This is an optimization exercise on Yosys and OpenROAD, whose aim is a short achievable clock period and few clock cycles, not a production implementation.
In this exercise RTL edits were held to simulation tests only and were not proved equivalent to the original.
No activity file was given, so power comes from the tool's default toggle rates.

== v6 ==
// rv32i
module rv32i(
   input clk,
	input reset,
   input  [31:0] inst_rdata,
   output [31:0] inst_addr,
   input [31:0] data_rdata,
   output [31:0] data_addr,
   output [31:0] data_wdata,
   output [3:0] data_we,
   output trap
);
Size: ~7200 cells after synthesis, about 2200 flip-flops, about 170 I/O pins.
clock: 11.0 ns
lec_check: 0
cap_margin: 20
core_margin: 2
core_utilization: 40
setup_slack_margin: 0.3
slew_margin: 20
standard.sh (not shown) runs the stock make flow with config.mk's settings and CLKGATE_MAP_FILE= SYNTH_SCRIPT=/design/flow/synth_recipe.tcl, a recipe that flattens the netlist after the stock synthesis.
==> flow/flow/run.sh <==
#!/bin/bash
set -euo pipefail
MARGIN=7.6

# 1. standard synthesis, unchanged
bash standard.sh synth > synth.log 2>&1

# 2. floorplan to final layout, with the setup-repair margin
sed "s|\"\${@:-finish}\"|SETUP_SLACK_MARGIN=$MARGIN \"\${@:-finish}\"|" standard.sh > standard_margin.sh
grep -q "SETUP_SLACK_MARGIN=$MARGIN" standard_margin.sh
bash standard_margin.sh finish > layout.log 2>&1
test -f out/final.def
Testbench counts of v6, summed over its fixed seeds: cycles 137,561.
Changes in v7 relative to v6:
- TNS_END_PERCENT newly set to 5
- SETUP_SLACK_MARGIN removed (was 0.3)
Findings:
Total power down about 0.44% in v7 wrt v6. [v7 vs v6] critical path depth: lower in v7. Min global-route wire length before repair across v7 and v6: v7. Routed wire in v7 totals less than in v6. Changes observed in v7 relative to v6: worst endpoint data arrival time moved down; final RePlAce weighted congestion has decreased; sum of negative setup slack essentially unchanged; combinational-cell power consumption lower.

========
run 1:
Another version of the RTL of rv32i (not shown whole).
Size in the first run: about 7100 cells after synthesis, ~170 I/O pins, about 100000 µm² of cells after synthesis.
// rv32i
module rv32i(
   input clk,
	input reset,
   input  [31:0] inst_rdata,
   output [31:0] inst_addr,
   input [31:0] data_rdata,
   output [31:0] data_addr,
   output [31:0] data_wdata,
   output [3:0] data_we,
   output trap
);
Settings: LEC_CHECK=0, CAP_MARGIN=20, CORE_MARGIN=2, CORE_UTILIZATION=40, SETUP_SLACK_MARGIN=0.3, SLEW_MARGIN=20; clock period 11.0 ns.
==> flow/flow/run.sh <==
#!/bin/bash
# Own layout flow: the standard layout, with the standard synthesis run
# unchanged, and the later steps run with
#  - port buffers of a plain buffer cell (buf_8) instead of the one
#    buffer_ports picks by itself (a clkdlybuf4s50 delay cell).
set -euo pipefail
MARGIN=8.0
PORTBUF=sky130_fd_sc_hd__buf_8

# 1. standard synthesis, unchanged
bash standard.sh synth > synth.log 2>&1

# 2. floorplan to final layout
sed "s|\"\${@:-finish}\"|SETUP_SLACK_MARGIN=$MARGIN BUFFER_PORTS_ARGS=\"-buffer_cell $PORTBUF\" \"\${@:-finish}\"|" standard.sh > standard_margin.sh
grep -q "SETUP_SLACK_MARGIN=$MARGIN BUFFER_PORTS_ARGS=" standard_margin.sh
bash standard_margin.sh finish > layout.log 2>&1
test -f out/final.def
Testbench counts of run 1, summed over its fixed seeds: cycles 139,476.
[inputs] run 2 vs run 1
--- a/flow/flow/run.sh
+++ b/flow/flow/run.sh
@@ -5,5 +5,5 @@
 #    buffer_ports picks by itself (a clkdlybuf4s50 delay cell).
 set -euo pipefail
-MARGIN=8.0
+MARGIN=7.6
 PORTBUF=sky130_fd_sc_hd__buf_8
 
Run 2 finished every stage and its layout cleared the timing, DRC and antenna checks.
In run 2, the number of antenna violations at the first check in global routing came out 12 below the value in run 1.
Run 2 vs run 1, non-clock buffer count went down by 163.
Re sum of met3 wire segment lengths after detailed routing: run 1 was higher than run 2.
[run 2] global-route wire length before repair fell 2.4% relative to run 1
Going from run 1 to run 2, minimum period implied by the final worst setup slack shrinks by 330 ps.
Sort run 2 and run 1 by total power asc -> top: run 2
Diff run 1 -> run 2: portion of the clock cycle consumed by the worst path in the final layout has decreased; worst slack at placement now sits lower.
In the metrics for run 2 and run 1, the one carrying the lower global-route usage is run 2.
The inputs of run 3 differ from those of run 2 as listed below.
--- a/flow/flow/run.sh
+++ b/flow/flow/run.sh
@@ -5,5 +5,5 @@
 #    buffer_ports picks by itself (a clkdlybuf4s50 delay cell).
 set -euo pipefail
-MARGIN=7.6
+MARGIN=7.3
 PORTBUF=sky130_fd_sc_hd__buf_8
 
### Flow results
Run 3 ended with every stage complete and zero timing, DRC or antenna violations.
~same clock-pin slew on the worst setup and hold paths in run 3 and run 2
On global-route wire length before repair, run 3 does better than run 2.
Comparing run 3 and run 2, number of buffer and inverter stages on the critical path is higher on run 2.
[run 3 vs run 2] power attributed to combinational cells: lower in run 3
Run 3 vs run 2 — post-route minimum period rose 110 ps.
Cmp run 3 and run 2 / count of buffers not belonging to the clock network in the layout / higher: run 2
Depth of the worst register-to-register path, run 3 and run 2: lower on run 3
In the reports for run 3 and run 2, the smaller logic depth of the worst setup path including buffers belongs to run 3.
Share of the cycle needed by the critical path after routing: run 3 > run 2
Changes observed in run 3 relative to run 2: power share of the combinational group dropped 1.0 points, power share of the sequential group climbed 0.9 points.
[inputs] run 4 vs run 3
- clearing SETUP_SLACK_MARGIN, which used to be 0.3
- swapping 40 for 35 in CORE_UTILIZATION
--- a/flow/flow/run.sh
+++ b/flow/flow/run.sh
@@ -5,5 +5,5 @@
 #    buffer_ports picks by itself (a clkdlybuf4s50 delay cell).
 set -euo pipefail
-MARGIN=7.3
+MARGIN=7.6
 PORTBUF=sky130_fd_sc_hd__buf_8
 
Findings:
Result: PASS for each of run 4 and run 3. Diff run 3 -> run 4 | leakage power summed over all cells | up by a few percent. Taking run 3 as the reference point, the pin slew with the least headroom to its limit of run 4 falls by 65 ps. [compare] base=run 3 new=run 4: combinational group share of total power up 1.4 points, worst setup slack moved up.

========
## old
Another version of the RTL of rv32i (not shown whole).
For scale: ~2200 flip-flops, ~170 I/O pins.
clock: 11.0 ns
lec_check: 0
cap_margin: 20
core_margin: 2
core_utilization: 40
setup_slack_margin: 0.3
slew_margin: 20
==> flow/flow/run.sh <==
#!/bin/bash
# Own layout flow: the standard layout, with the standard synthesis run
# unchanged, and the later steps run with
#  - port buffers of a plain buffer cell (buf_8) instead of the one
#    buffer_ports picks by itself (a clkdlybuf4s50 delay cell).
set -euo pipefail
MARGIN=7.6
PORTBUF=sky130_fd_sc_hd__buf_8

# 1. standard synthesis, unchanged
bash standard.sh synth > synth.log 2>&1

# 2. floorplan to final layout
sed "s|\"\${@:-finish}\"|SETUP_SLACK_MARGIN=$MARGIN BUFFER_PORTS_ARGS=\"-buffer_cell $PORTBUF\" \"\${@:-finish}\"|" standard.sh > standard_margin.sh
grep -q "SETUP_SLACK_MARGIN=$MARGIN BUFFER_PORTS_ARGS=" standard_margin.sh
bash standard_margin.sh finish > layout.log 2>&1
test -f out/final.def
Looking at the reports, old completed the entire flow and the layout it produced met the timing, DRC and antenna checks.
Testbench counts of old, summed over its fixed seeds: cycles 139,412.
--- input diff old..new ---
==> flow/flow/run.sh <==
#!/bin/bash
set -euo pipefail
MARGIN=7.6

# 1. standard synthesis, unchanged
bash standard.sh synth > synth.log 2>&1

# 2. floorplan to final layout, with the setup-repair margin
sed "s|\"\${@:-finish}\"|SETUP_SLACK_MARGIN=$MARGIN \"\${@:-finish}\"|" standard.sh > standard_margin.sh
grep -q "SETUP_SLACK_MARGIN=$MARGIN" standard_margin.sh
bash standard_margin.sh finish > layout.log 2>&1
test -f out/final.def
Results
- For new and old, there was not a single run that failed to finish clean.
- Per the comparison of new with old, proportion of power drawn by flip-flops and latches decreased by 0.3 points relative to the old numbers; path depth of the worst reg2reg path has decreased; final estimated routing congestion in global placement rose 0.043; core utilization moved up.

## static timing again, ports no longer ideal
Ports are ideal in the flow. The routed layouts listed here were re-timed in OpenROAD. Step 1 assumes that a clkbuf_16 drives the clock port and a buf_2 every other input. Step 2 also shifts input and output timing later by t, the mid clock arrival at the registers, as if the neighbouring blocks saw the same clock. a / b / c = ideal ports / drivers / drivers and shift; a / b = the first two.
| run | t, ns | slack for setup (ns) | hold slack, ns | worst data-port slew with drivers (ns) | cell pins on the clock port's net |
|---|---|---|---|---|---|
| v6 | 0.956 | 7.095 / 7.095 / 6.383 | 0.297 / 0.297 / 0.297 | 0.23 | 1 |
| v7 | 0.971 | 7.127 / 7.113 / 6.195 | 0.244 / 0.244 / 0.244 | 0.25 | 1 |
| run 1 | 0.954 | 6.980 / 6.980 / 6.051 | 0.315 / 0.315 / 0.315 | 0.70 | 1 |
| run 2 | 0.958 | 7.312 / 7.244 / 6.418 | 0.335 / 0.335 / 0.335 | 0.33 | 1 |
| run 3 | 0.967 | 7.198 / 7.198 / 6.236 | 0.341 / 0.341 / 0.341 | 0.33 | 1 |
| run 4 | 0.962 | 7.228 / 7.167 / 6.205 | 0.330 / 0.330 / 0.330 | 0.62 | 1 |
| old | 0.962 | 7.288 / 7.267 / 6.587 | 0.310 / 0.310 / 0.310 | 0.31 | 1 |
| new | 0.988 | 7.295 / 7.242 / 6.530 | 0.288 / 0.288 / 0.288 | 0.27 | 1 |
After both steps every run listed still meets setup and hold. For run 4, which loses most, drivers alone change the setup slack by -0.061 ns; drivers and shift together by -1.023 ns.
